What follows belongs to an exercise in optimizing a design on an open flow for small area, a short achievable clock period and few clock cycles; a production flow would make more cautious choices. Where RTL was checked, it was by simulation tests only, not by an equivalence proof against the original.

## indigo
## CONVCOR
module CONVCOR(clk, rst_n, in_valid, in_a, in_b, in_mode, out_valid, out);
input clk, rst_n, in_valid, in_mode;
input [15:0] in_a, in_b;
output reg out_valid;
output reg signed [35:0] out;
reg m;
reg [3:0] cnt;
reg acc;
wire idle = (cnt == 4'd0);
wire mm = idle ? in_mode : m;
wire last = m ? (cnt == 4'd5) : (cnt == 4'd11);
wire [3:0] ncnt = idle ? {3'd0, in_valid} : (last ? 4'd0 : cnt + 4'd1);
reg [15:0] A1, A2, A3, B1, B2, B3;
wire shift = (cnt[3:2] == 2'b00) && (cnt[1:0] != 2'b11);
always @(posedge clk) begin
  A1 <= shift ? in_a : A3; A2 <= A1; A3 <= A2;
  B1 <= shift ? in_b : B3; B2 <= B1; B3 <= B2;
end
reg [2:0] nax, nay;
reg npx, npy, nacc, nvalid;
always @(*) begin
  nax = 3'b000; nay = 3'b000; npx = 1'b1; npy = 1'b1; nacc = 1'b0; nvalid = 1'b0;
  if (m) begin
    nacc = (cnt == 4'd1) || (cnt == 4'd2);
    nvalid = (cnt == 4'd4);
  end else begin
    case (cnt)
      4'd1: begin npx = 1'b0; npy = 1'b0; nax = 3'b001; nay = 3'b010; end
      4'd2: begin npx = 1'b0; npy = 1'b0; nax = 3'b100; nay = 3'b001; end
      4'd3: begin npx = 1'b0; npy = 1'b0; nax = 3'b100; nay = 3'b100; end
      4'd4: begin npx = 1'b0; npy = 1'b0; nax = 3'b100; nay = 3'b010; end
      4'd5: begin npx = 1'b0; npy = 1'b0; nax = 3'b010; nay = 3'b001; end
      4'd6: begin npx = 1'b0; npy = 1'b0; nax = 3'b010; nay = 3'b100; end
      4'd7: begin npx = 1'b0; npy = 1'b0; nax = 3'b100; nay = 3'b100; end
      default: ;
    endcase
    nacc = (cnt == 4'd2) || (cnt == 4'd4) || (cnt == 4'd5) || (cnt == 4'd7);
    nvalid = (cnt == 4'd2) || (cnt == 4'd4) || (cnt == 4'd7) || (cnt == 4'd9) || (cnt == 4'd10);
  end
  if (idle) begin
    nax = 3'b000; nay = 3'b000; npx = 1'b1; npy = 1'b1; nacc = 1'b0; nvalid = 1'b0;
  end
end
reg [2:0] ax, ay;
reg px, py;
always @(posedge clk) begin
  if (!rst_n) begin
    px <= 1'b1; py <= 1'b1; ax <= 3'b000; ay <= 3'b000;
  end else if (idle) begin
    px <= 1'b1; py <= 1'b1; ax <= 3'b000; ay <= 3'b000;
    if (in_valid && !in_mode) begin px <= 1'b0; ax <= 3'b001; end
  end else begin
  ...
clock: 12.5 ns
lec_check: 0
cap_margin: 20
core_margin: 2
core_utilization: 60
cts_buf_list: sky130_fd_sc_hd__clkbuf_16
cts_cluster_diameter: 120
cts_cluster_size: 25
slew_margin: 20
standard.sh (not shown) runs the stock make flow with config.mk's settings and CLKGATE_MAP_FILE= SYNTH_SCRIPT=/design/flow/synth_recipe.tcl, a recipe that flattens the netlist after the stock synthesis.
==> flow/flow/run.sh <==
#!/bin/bash
set -euo pipefail
bash standard.sh SETUP_SLACK_MARGIN=8.9 finish > standard_flow.log 2>&1
Testbench counts of indigo, summed over its fixed seeds: cycles 14,544.
### indigo -> delta
Settings: setting ABC_AREA to 1 for the first time.
==> flow/flow/run.sh <==
#!/bin/bash
set -euo pipefail
bash standard.sh SETUP_SLACK_MARGIN=9 finish > standard_flow.log 2>&1
--- outcome ---
delta completed; timing, DRC and antenna clean
indigo finished end to end and its layout was clean on timing, DRC and antenna.
Delta (delta minus indigo): number of gates resized after CTS now sits higher, summed area of non-filler cells in the final layout now sits higher, post-layout instance count excluding filler cells now sits higher, share of final layout cell area taken by non-clock buffers now sits higher, routing usage on met2 now sits higher.
Wire length per cell, delta and indigo: higher on indigo
Against indigo, routed wire length on met3 in delta rose by more than a quarter.
Comparing delta with indigo, the endpoint required time on the critical path came out essentially unchanged.
--- input diff delta..onyx ---
Settings: a deleted CTS_CLUSTER_DIAMETER that had been 120; a change of CTS_CLUSTER_SIZE from 25 to 30; a change of CORE_UTILIZATION from 60 to 70; a deleted CTS_BUF_LIST that had been sky130_fd_sc_hd__clkbuf_16; a deleted ABC_AREA that had been 1.
--- outcome ---
- Taking delta as the reference, in onyx number of placed instances, taps included went down by 23%; maximum operating frequency went down by 1.3 MHz.
- Compared to delta, onyx has number of vias after detailed routing 1591 lower.
- onyx: initial antenna violation count is 1 higher than what delta reported.
- onyx reports a higher synthesized-area fraction occupied by xor and xnor cells than delta does.
Inputs modified between onyx and fjord:
Settings: a deleted CTS_CLUSTER_SIZE that had been 30; a change of CORE_UTILIZATION from 70 to 40.
Notes after the runs:
- Number of global-route vias before repair: fjord vs onyx down 207
- Between fjord and onyx, it is fjord whose highest fanout seen on the critical path is higher, by 1.
- Changes observed in fjord relative to onyx: total wire length has increased, clock buffer and inverter area fraction after layout rose by 0.69 points, fraction of met1 tracks used by global routing decreased by 17 points relative to the old numbers.
- First-iteration DRC count was higher in onyx than in fjord.
- fjord vs onyx: worst-case hold slack down in fjord
- fjord vs onyx, highest metal layer used by the detailed router: met4 vs met5
- Core box area is higher on fjord
- Row fraction of layout instances using a drive strength above 1: fjord higher / onyx lower


Another version of the RTL of CONVCOR (not shown whole).
Size: about 1,500 cells after synthesis, ~210 flip-flops, ~73 I/O pins, roughly 0.015 sq mm of cells after synthesis.
==> flow/config.mk <==
export PLATFORM = sky130hd
export DESIGN_NAME = CONVCOR
export DESIGN_NICKNAME = CONVCOR
export VERILOG_FILES = /design/flow/design.v
export SDC_FILE = /design/flow/constraint.sdc
export NUM_CORES = 4
export LEC_CHECK = 0
export CAP_MARGIN = 20
export CORE_MARGIN = 2
export CORE_UTILIZATION = 40
export SLEW_MARGIN = 20
==> flow/constraint.sdc <==
create_clock -name core_clock -period 12.5 [get_ports {clk}]
set_input_delay 2.5000 -clock core_clock [delete_from_list [all_inputs] [get_ports {clk}]]
set_output_delay 2.5000 -clock core_clock [all_outputs]
set_load 0.01 [all_outputs]
==> flow/flow/run.sh <==
#!/bin/bash
set -euo pipefail
bash standard.sh SETUP_SLACK_MARGIN=7 finish > standard_flow.log 2>&1
Rerun with:
==> flow/flow/run.sh (replaced) <==
#!/bin/bash
set -euo pipefail
bash standard.sh SETUP_SLACK_MARGIN=8 finish > standard_flow.log 2>&1
- The new run passed the timing, DRC and antenna checks
- setup slack gets better by 670 ps
- final cell count grows by 3.4%
- final area increases by about 7%
- critical path depth is unchanged
No run of this note included a check of the RTL's function; only the layout flow was run.


Another version of the RTL of CONVCOR (not shown whole).
Size in the first run: roughly 1500 cells after synthesis.
Settings: LEC_CHECK=0, CAP_MARGIN=20, CORE_MARGIN=2, CORE_UTILIZATION=40, SLEW_MARGIN=20; clock period 12.5 ns.
==> flow/flow/run.sh <==
#!/bin/bash
set -euo pipefail
bash standard.sh SETUP_SLACK_MARGIN=9 finish > standard_flow.log 2>&1
The first run completed without violations.
Edit:
==> flow/flow/run.sh (replaced) <==
#!/bin/bash
set -euo pipefail
bash standard.sh SETUP_SLACK_MARGIN=9 "BUFFER_PORTS_ARGS=-buffer_cell sky130_fd_sc_hd__buf_1" finish > standard_flow.log 2>&1
CORE_UTILIZATION = 60   (was 40)
CTS_BUF_LIST = sky130_fd_sc_hd__clkbuf_16   (was unset)
CTS_CLUSTER_DIAMETER = 150   (was unset)
CTS_CLUSTER_SIZE = 20   (was unset)
Outcome: Non-clock buffer count falls by 3; routed wire length falls by 6.0%; global-route usage rises by 8.6 points.
No run of this note included a check of the RTL's function; only the layout flow was run.


## run K
CONVCOR, a different RTL version from the one above (not shown whole).
Size: about 1400 cells after synthesis, ~73 I/O pins, ~14000 um^2 of cells after synthesis.
// CONVCOR
module CONVCOR(clk, rst_n, in_valid, in_a, in_b, in_mode, out_valid, out);
export LEC_CHECK = 0
export CAP_MARGIN = 20
export CORE_MARGIN = 2
export CORE_UTILIZATION = 60
export CTS_BUF_LIST = sky130_fd_sc_hd__clkbuf_16
export CTS_CLUSTER_DIAMETER = 150
export CTS_CLUSTER_SIZE = 20
export GPL_TIMING_DRIVEN = 0
export SLEW_MARGIN = 20
create_clock -name core_clock -period 12.5 [get_ports {clk}]
==> flow/flow/run.sh <==
#!/bin/bash
set -euo pipefail
bash standard.sh SETUP_SLACK_MARGIN=9 "BUFFER_PORTS_ARGS=-buffer_cell sky130_fd_sc_hd__buf_1" finish > standard_flow.log 2>&1
Run K | stages: all done | timing, DRC, antenna: all pass
Testbench counts of run K, summed over its fixed seeds: cycles 14,544.
> inputs changed (run K -> run Y)
- clearing GPL_TIMING_DRIVEN, which used to be 0
- swapping 60 for 70 in CORE_UTILIZATION
Findings:
Looking at share of final layout cell area taken by non-clock buffers, run Y sits below run K.
Between run K and run Y, the critical path depth figures differ only marginally.
Comparing run K and run Y, the higher area added between synthesis and finish is on run K.
Run K → run Y: total via count after detailed routing -5.7%, width of the die -about 7%.
Run Y vs. run K: flip-flop and latch area went up by about 1%.
Run K and run Y ended up with roughly the same final cycle utilization of the critical path.


## job 101
CONVCOR with an RTL version that a note above also has.
For scale: about 1400 cells after synthesis, roughly 260 flip-flops, roughly 73 I/O pins.
Settings: LEC_CHECK=0, CAP_MARGIN=20, CORE_MARGIN=2, CORE_UTILIZATION=60, CTS_BUF_LIST=sky130_fd_sc_hd__clkbuf_16, CTS_CLUSTER_DIAMETER=90, CTS_CLUSTER_SIZE=30, SLEW_MARGIN=20; clock period 12.5 ns.
Scripts as last shown in full above: flow/flow/run.sh
Testbench counts of job 101, summed over its fixed seeds: cycles 14,544.
## Diff of input files: job 102 against job 101
- a change of CTS_CLUSTER_DIAMETER from 90 to 120
- a change of CTS_CLUSTER_SIZE from 30 to 25
==> flow/flow/run.sh <==
#!/bin/bash
set -euo pipefail
bash standard.sh SETUP_SLACK_MARGIN=9 finish > standard_flow.log 2>&1
Results
- The lower mean number of vias per cell of job 101 and job 102 is in job 101.
- Per the comparison of job 102 with job 101, met1 wire length picked up an extra 1.1%; wire length of the first global-routing pass now sits higher.
- Residual antenna-violating net count after detailed routing: job 101 vs job 102 identical
- The cell area of job 102 exceeds that of job 101 by 350 um2.
- Worst-case hold slack in job 102 vs job 101: down 3.9 ps
- Going from job 101 to job 102, final critical-path setup slack saw little to no change; sum of met3 wire segment lengths after detailed routing went down by 0.95%.
What job 103 does differently from job 102 at the input level:
- swapping 60 for 70 in CORE_UTILIZATION
## What came out
The flow did not stop early for job 103: all stages ran, and the layout cleared the timing, DRC and antenna checks. Job 102: all stages complete, timing, DRC and antenna checks passed. Job 102 -> job 103: post-synthesis instance total delta 0, exact match. Of the two candidates, job 102 has the worse final area and job 103 the better one.
Input changes introduced in job 104 (baseline for comparison: job 103):
- CORE_UTILIZATION changed from 70 to 60
==> flow/flow/run.sh <==
#!/bin/bash
set -euo pipefail
bash standard.sh SETUP_SLACK_MARGIN=9.2 finish > standard_flow.log 2>&1
[summary]
- The iteration count of the initial detailed-routing pass number comes out lower for job 104 vs job 103.
- Job 104 vs job 103 — length of routed met3 wiring dropped 440 um.
- Of job 104 and job 103, it is job 104 that has the lower overall routing resource usage.
- Job 104 vs job 103: number of inserted filler cells in the final layout up in job 104
- For the worst setup slack after layout, job 104 came in 20 ps higher than job 103 did.
- Of job 103 and job 104, the higher part of the cycle the worst path needs belongs to job 103.

==> port drivers added, routing unchanged <==
Ports are ideal in the flow. The routed layouts listed here were re-timed in OpenROAD. Step 1: set_driving_cell puts a clkbuf_16 on clk and a buf_2 on each other input, an assumption about the parent block. Step 2 adds t to the input delays and takes it off the output delays; t is the mean of the earliest and latest rising clock arrival at the registers after step 1. Input paths then give back, and output paths get back, about the clock's delay inside the block. Slacks: ideal / step 1 / step 2; pairs: ideal / step 1.
| run | t (ns) | slack for setup (ns) | worst setup path after step 2 | worst slew at a driven data input, ns |
|---|---|---|---|---|
| indigo | 0.540 | 8.945 / 8.898 / 8.648 | input to register | 0.03 |
| delta | 0.536 | 9.031 / 8.982 / 8.776 | input to register | 0.03 |
| onyx | 0.582 | 9.015 / 8.966 / 8.629 | input to register | 0.03 |
| fjord | 0.612 | 8.978 / 8.925 / 8.621 | input to register | 0.05 |
| the first run of note 2 | 0.597 | 7.257 / 7.257 / 7.257 | register to register | 0.04 |
| the second run of note 2 | 0.602 | 7.924 / 7.924 / 7.924 | register to register | 0.03 |
| the first run of note 3 | 0.610 | 8.972 / 8.918 / 8.455 | input to register | 0.04 |
| the second run of note 3 | 0.549 | 9.033 / 8.985 / 8.713 | input to register | 0.06 |
| run K | 0.538 | 9.033 / 8.983 / 8.792 | input to register | 0.05 |
| run Y | 0.550 | 9.030 / 8.978 / 8.916 | input to register | 0.05 |
| job 101 | 0.540 | 9.035 / 8.987 / 9.007 | input to register | 0.04 |
| job 102 | 0.542 | 9.034 / 8.984 / 8.674 | input to register | 0.04 |
| job 103 | 0.552 | 9.022 / 8.974 / 8.635 | input to register | 0.03 |
| job 104 | 0.542 | 9.042 / 8.994 / 8.785 | input to register | 0.04 |
After both steps setup and hold are still met in every run listed. The setup slack of the first run of note 3, which loses most, moves by -0.054 ns with the drivers and by -0.517 ns with both steps.
